This is an optimization exercise on Yosys and OpenROAD, whose aim is small area, a short achievable clock period and few clock cycles, not a production implementation. Function was checked by simulation only, so behaviour that the tests miss may differ from the original. Power figures rest on the tool's default switching activity, not on a simulated workload.

**config.mk**
```make
export PLATFORM = sky130hd
export DESIGN_NAME = mips_cpu
export DESIGN_NICKNAME = mips_cpu
export VERILOG_FILES = /design/flow/design.v
export SDC_FILE = /design/flow/constraint.sdc
export NUM_CORES = 8
export LEC_CHECK = 0
export CAP_MARGIN = 20
export CORE_MARGIN = 2
export CORE_UTILIZATION = 40
export SETUP_SLACK_MARGIN = 0.2
export SLEW_MARGIN = 20
```
**constraint.sdc**
```tcl
create_clock -name core_clock -period 7.0 [get_ports {clk}]
set_input_delay 1.4000 -clock core_clock [delete_from_list [all_inputs] [get_ports {clk}]]
set_output_delay 1.4000 -clock core_clock [all_outputs]
set_load 0.01 [all_outputs]
```
**design.v**
```verilog
module ALU(
	input [3:0] ALUop,
	input signed [31:0] alu_a,
	input signed [31:0] alu_b,
	output reg signed [31:0] Result,
	output Zero
); 
wire carry, Inv_a, Inv_b;
wire [31:0] a,b;
assign Zero = ~|Result;
assign a = alu_a;
assign b = alu_b;
always @(*)
begin
	case(ALUop)
		4'h0 : Result = a & b;
		4'h1 : Result = a | b;
		4'h2 : Result = a + b;
		4'h7 : Result = a < b;
		4'h8 : Result = a <= b;
		4'hc : Result = ~(a | b);
		default : Result = 32'd0;
	endcase
end
endmodule
module Ext #(parameter SIZE=16)(
	input sigExt,
	input [SIZE-1:0] imm,
	output [31:0] Ext_out
);
assign Ext_out = {{(32 - SIZE){sigExt & imm[SIZE-1]}}, imm};
endmodule
module pc(
	input clk,
	input rst_n,
	input PCSrc,
	input [31:0] SignImm,
	input [25:0] jaddr,
	input Jump,
	output reg [31:0] PC,
	output [31:0] PCPlus
);
wire [31:0] PCj, PCb;
assign PCPlus = PC + 4;
assign PCj = Jump ? {PCPlus[31:28], jaddr, 2'b0} : PCb;
assign PCb = PCSrc ? PCPlus + (SignImm << 2) : PCPlus;
always @(posedge clk, negedge rst_n)
begin
	if(~rst_n)
		PC <= 32'd0;
	else
		PC <= PCj;
end
endmodule
module control(
	input [5:0] op,
	input [5:0] funct,
	output RegDst,
	output ALUSrc,
	output MemtoReg,
	output RegWrite,
	output MemRead,
	output MemWrite,
	output Branch,
	output [3:0]ALUOp,
	output Jump
);
parameter ADD = 6'b0;
parameter ADDI = 6'b1000;
parameter AND = 6'b0;
parameter BGTZ = 6'b111;
parameter J = 6'b10;
parameter LW = 6'b100011;
parameter SW = 6'b101011;
parameter ORI = 6'b001101;
reg [11:0] pack;
assign Jump = pack[11];
assign ALUOp = pack[10:7];
assign Branch = pack[6];
assign MemWrite = pack[5];
assign MemRead = pack[4];
assign RegWrite = pack[3];
assign MemtoReg = pack[2];
assign ALUSrc = pack[1];
assign RegDst = pack[0];
always @*
begin
	case(op)
		ADD: pack = 'b0_0010_0_001_001;
		ADDI:pack = 'b0_0010_0_001_010;
		BGTZ:pack = 'b0_1000_1_000_010;
		J:   pack = 'b1_0000_0_000_000;
		LW:  pack = 'b0010_0_011_110;
		ORI: pack = 'b0001_0_001_010;
		SW:  pack = 'b0010_0_100_010;
		default:
			pack = 0;
	endcase
end
endmodule
module mux(
    input opt,
    input [31:0] op1,
    input [31:0] op2,
    output [31:0] out
    );
assign out = opt ? op2 : op1;
endmodule
module reg_file(
	input	clk,
	input	rst_n,
	input[4:0]	r1_addr,
	input[4:0]	r2_addr,
	input[4:0]	r3_addr,
	input[31:0]	r3_din,
	input		r3_wr,
	output	[31:0]	r1_dout,
	output	[31:0]	r2_dout
);
reg	[31:0] regs[31:0];
integer i;
always @(posedge clk, negedge rst_n)
begin
	if(~rst_n)
	begin
		for(i = 0;i <= 31;i = i + 1)
			regs[i] <= 0;
	end
	else
	begin
		if(r3_wr)
			regs[r3_addr] <= r3_din;
	end
end
assign r1_dout = regs[r1_addr];
assign r2_dout = regs[r2_addr];
endmodule
`timescale 1ns/1ps
module mips_cpu(
	input clk,
	input rst_n,
	output [9:0] imem_addr,
	input [31:0] imem_rdata,
	output [9:0] dmem_addr,
	output [31:0] dmem_wdata,
	output dmem_we,
	input [31:0] dmem_rdata
);
wire [31:0] Instr, PC, ALUResult, WriteData, ReadData, RD1, RD2, SrcA, SrcB, PCPlus, SigImm, Result;
wire [4:0] Regfile_A3;
wire [3:0] ALUOp;
wire ALUSrc, MemtoReg, RegDst, Zero;
assign SrcA = RD1;
assign WriteData = RD2;
and branch(
    PCSrc,
    Zero,
    Branch
);
assign imem_addr = PC[11:2];
assign Instr = imem_rdata;
assign dmem_addr = ALUResult[11:2];
assign dmem_wdata = WriteData;
assign dmem_we = MemWrite;
assign ReadData = dmem_rdata;
ALU mainALU (
    ALUOp,
    SrcA,
    SrcB,
    ALUResult,
    Zero
);
Ext SignExt(
    1'b1,
    Instr[15:0],
    SigImm
);
pc prog_cnt(
    clk,
    rst_n,
	PCSrc,
	SigImm,
	Instr[25:0],
	Jump,
	PC,
	PCPlus
);
control ct1 (
    Instr[31:26],
    Instr[5:0],
	RegDst,
	ALUSrc,
	MemtoReg,
	RegWrite,
	MemRead,
	MemWrite,
	Branch,
	ALUOp,
	Jump
);
reg_file Reg(
    clk,
    rst_n,
    Instr[25:21],
    Instr[20:16],
    Regfile_A3,
    Result,
    RegWrite,
    RD1,
    RD2
);
mux alumux(
    ALUSrc,
    RD2,
    SigImm,
    SrcB
);
mux resmux(
    MemtoReg,
    ALUResult,
    ReadData,
    Result
);
mux regmux(
    RegDst,
    {27'd0,Instr[20:16]},
    {27'd0,Instr[15:11]},
    Regfile_A3
);
endmodule
```
**run.sh**
```bash
#!/bin/bash
# synth_recipe.tcl (not shown) runs the flow's synth.tcl, then flattens the netlist and writes it again
# the make line also repeats each setting of config.mk as NAME=value (left out here)
make -C /OpenROAD-flow-scripts/flow DESIGN_CONFIG=/design/flow/config.mk WORK_HOME=/design/flow/orfs CLKGATE_MAP_FILE= SYNTH_SCRIPT=/design/flow/synth_recipe.tcl finish
```
==> results.cfg <==
[yosys]
synth-async-reset-ratio_pct = 100.0
synth_top_area_share_pct = 47.52
yosysTopAreaCell = dfrtp_1
syn-mean-instance-area_um2 = 9.219
postSynthCellCount = 5906
synthDistinctLibCells = 83
ys_warn_count = 12
synth_area_leaders = dfrtp_1 (48%), nand2_1 (6.7%), a22oi_1 (6.7%)
synth_ff_type = dfrtp_1
syn_nets = 6080
syn-cell-area_um2 = 54450
ys_ff_latch = 1034
ys_seq_area_share_pct = 47.52
synth-edff-count = 0

[sta]
clock.fmax_mhz = 147.9
fin_crit_sh_pct = 96.62
period_minus_slack_ps = 6763
hold_violations = 0
setup_viol = 0
fin_ws_ps = 236.7
worst_slew_margin_rel_pct = 17.46
fin_tns_setup_ps = 0
finalMaxSlewViolations = 0
finClkSkew_ps = 34.02
whs_ps = 510.7
grt_setup_unrepaired = no
tightest_slew_ps = 1234

[clock_tree]
cts_made_buffers = 115
ctsHtreeMaxLevel = 3
clock-sinks = 1034
cts_root_buf = clkbuf_16
cts_max_path_buffers = 3
worstSkewPairLatency_ps = 800
tritoncts = built
clk_pin_slew_ps = 60

[setup_path]
crit_family = buffers and inverters
crit_top_cell = buf_4
criticalPathCategory = in2out
cp.buffers_inverters = 7
path_cells = buf_2 > buf_4 > nand3b_1 > buf_4 > nor2_4 > buf_12 > buf_4 > a22oi_1 > nand4_1 > nor3_1 > nand3_1 > o21a_1 > ha_2 > inv_2 > nand4_1 > a211oi_4 > nor2_2 > xor2_1 > o221ai_2 > buf_2
start_kind = input port
worstPathRequired_ps = 5600
end_kind = primary output
arrival_ps = 5360
cp_max_fo = 8
cpMaxStageDelayCell = nor2_4
slowest_delay_ps = 420

[placed_design]
postPlaceCellArea_um2 = 63870
dp.cells = 8062
dp_worst_setup_slack_ps = -971.0
io_buffers = 118
hpwl_um = 217100
place_congestion = 1.060

[global_routing]
antenna_found_initial = 16
grt_pass1_wl_um = 443700
grt_max_degree = 157
grt_pass1_vias = 53940
grt_usage_pct = 45.39
grt_overflow = 0

[floorplanning]
row_count = 135
io_pins = 119
core-area_um2 = 135300
die_h_um = 372.9
dieArea_um2 = 139100
start_util_pct = 40.24
fp.dieW_um = 372.9

[power]
p_total_mw = 14.28
p_leak_nw = 30.44
ir_worst_vdd_v = 0.0002171
p_per_area_nw_per_um2 = 207.3

[drt]
detail-route-antenna-nets = 0
drt_iter0_markers = 10060
routed_via_density = 6.918
vias = 57570
wl_per_cell_um = 38.90
drc = 0
wl_um = 323800
first_pass_iters = 13

[cells_and_area]
fillers = 12470
final_core_util_pct = 50.92
fin_nets = 6609
fin_area_um2 = 68890
final_layout_size_suffix_gt1_share_pct = 22.22
instances_no_fill = 8322
area_growth_pct = 26.53

[outcome]
status = finished clean

[worst_hold_path]
hold_path.class = reg2reg

[flow_run]
cap_violations = 0
sequential cells by signal (all words and copies together), names as in the netlist:
name	flops
Reg.regs	1024
prog_cnt.PC	10
final cells by class:
type	count	area [um^2]	share of cell area, %
Tap cell	1781	2228	3.235
Inverter	54	202.7	0.2942
Multi-Input combinational cell	4283	27790	40.33
Antenna cell	12	30.03	0.04359
Sequential cell	1034	25870	37.56
Clock inverter	47	565.5	0.8209
Timing Repair Buffer	947	8870	12.87
Clock buffer	164	3334	4.840
power breakdown:
part	internal (mW)	leakage, nW	switching, mW
registers	6.12	14.4	0.171
clock network	3.65	1.92	2.76
logic	0.603	14.2	0.970
total	10.4	30.4	3.90
cell usage after synthesis (all sizes together), types with 62 or more instances:
library cell	count
a21oi	200
a221oi	194
a222oi	62
a22o	183
a22oi	485
a31oi	108
buf	72
clkbuf	463
dfrtp	1034
ha	106
mux2	140
nand2	978
nand3	108
nand4	100
nor2	414
o21ai	696
o31ai	108
final timing paths:
path | startpoint | endpoint | cells after the start | slack [ps]
max reg2reg | Reg.regs[11][0]$_DFFE_PN0P_ | Reg.regs[23][26]$_DFFE_PN0P_ | 18 | 1980
max in group asynchronous | rst_n | Reg.regs[7][6]$_DFFE_PN0P_ | 2 | 4810
min in group asynchronous | rst_n | Reg.regs[26][29]$_DFFE_PN0P_ | 1 | 670
min | Reg.regs[28][17]$_DFFE_PN0P_ | Reg.regs[28][17]$_DFFE_PN0P_ | 2 | 510
max | imem_rdata[23] | dmem_addr[9] | 20 | 240
min reg2reg | Reg.regs[28][17]$_DFFE_PN0P_ | Reg.regs[28][17]$_DFFE_PN0P_ | 2 | 510
repair_timing:
| item | 4_1_cts | 5_1_grt |
|---|---|---|
| buffers inserted | 20 | 16 |
| endpoints found under the setup margin | 10 | 9 |
| hold buffers | 0 | 0 |
| pin swaps | 37 | 49 |
| gates resized for setup | 144 | 83 |
tightest hold or removal path: cells and delay by family, from the launching register on:
kind	cells	cell delay [ps]
AO/OA/AOI/OAI	1	60
AND/OR/NAND/NOR	1	50
flip-flops	1	360
cell usage in the layout (no fill, tap or decap), types with 29 or more instances in the layout:
master,n
a21oi_1,195
a221oi_1,156
a221oi_2,36
a222oi_1,62
a22o_1,183
a22oi_1,479
a31oi_1,106
buf_12,116
buf_4,692
clkbuf_16,117
clkdlybuf4s50_1,97
dfrtp_1,1034
ha_1,96
inv_1,52
mux2_2,101
mux2_4,39
mux2i_1,32
nand2_1,941
nand2_2,32
nand3_1,103
nand4_1,100
nor2_1,344
nor2_4,63
nor3_1,29
o21ai_0,537
o21ai_1,151
o31ai_1,106
per-layer routing:
metal | GRT usage, % | up-vias | routed length (um)
li1 | - | 23140 | -
met1 | 58.84 | 28030 | 121900
met2 | 62.18 | 4842 | 126700
met3 | 16.71 | 1556 | 45320
met4 | 31.77 | 12 | 29710
met5 | 0.3494 | - | 115
kinds of logic after synthesis:
logic type      after synthesis  synth area share (%)
compound gates             2196                 27.56
xor+xnor                     29                0.4665
fa+ha+maj                   108                 2.509
buf+inv                     589                 4.272
flops                      1034                 47.52
mux                         189                 4.003
simple gates               1761                 13.66
Testbench counts, summed over its fixed seeds: cycles 195,638.

==> re-timing with driven ports <==
Ports are ideal in the flow. The routed layout listed here was re-timed in OpenROAD. Step 1 (the two cells are an assumption about what drives the block):
set clk [get_ports {clk}]
set_driving_cell -lib_cell sky130_fd_sc_hd__clkbuf_16 $clk
set_driving_cell -lib_cell sky130_fd_sc_hd__buf_2 [delete_from_list [all_inputs] $clk]
Step 2 also shifts input and output timing later by t, the mid clock arrival at the registers, as if the neighbouring blocks saw the same clock. a / b / c = no drivers / after step 1 / after step 2; a / b = the first two.
shift t [ns]: 0.861
setup slack, ns: 0.237 / 0.096 / -0.273
worst setup path at the end: input to register
Met with ideal ports but missed after step 2: setup timing in this run. For this run, drivers alone change the setup slack by -0.141 ns; drivers and shift together by -0.510 ns.
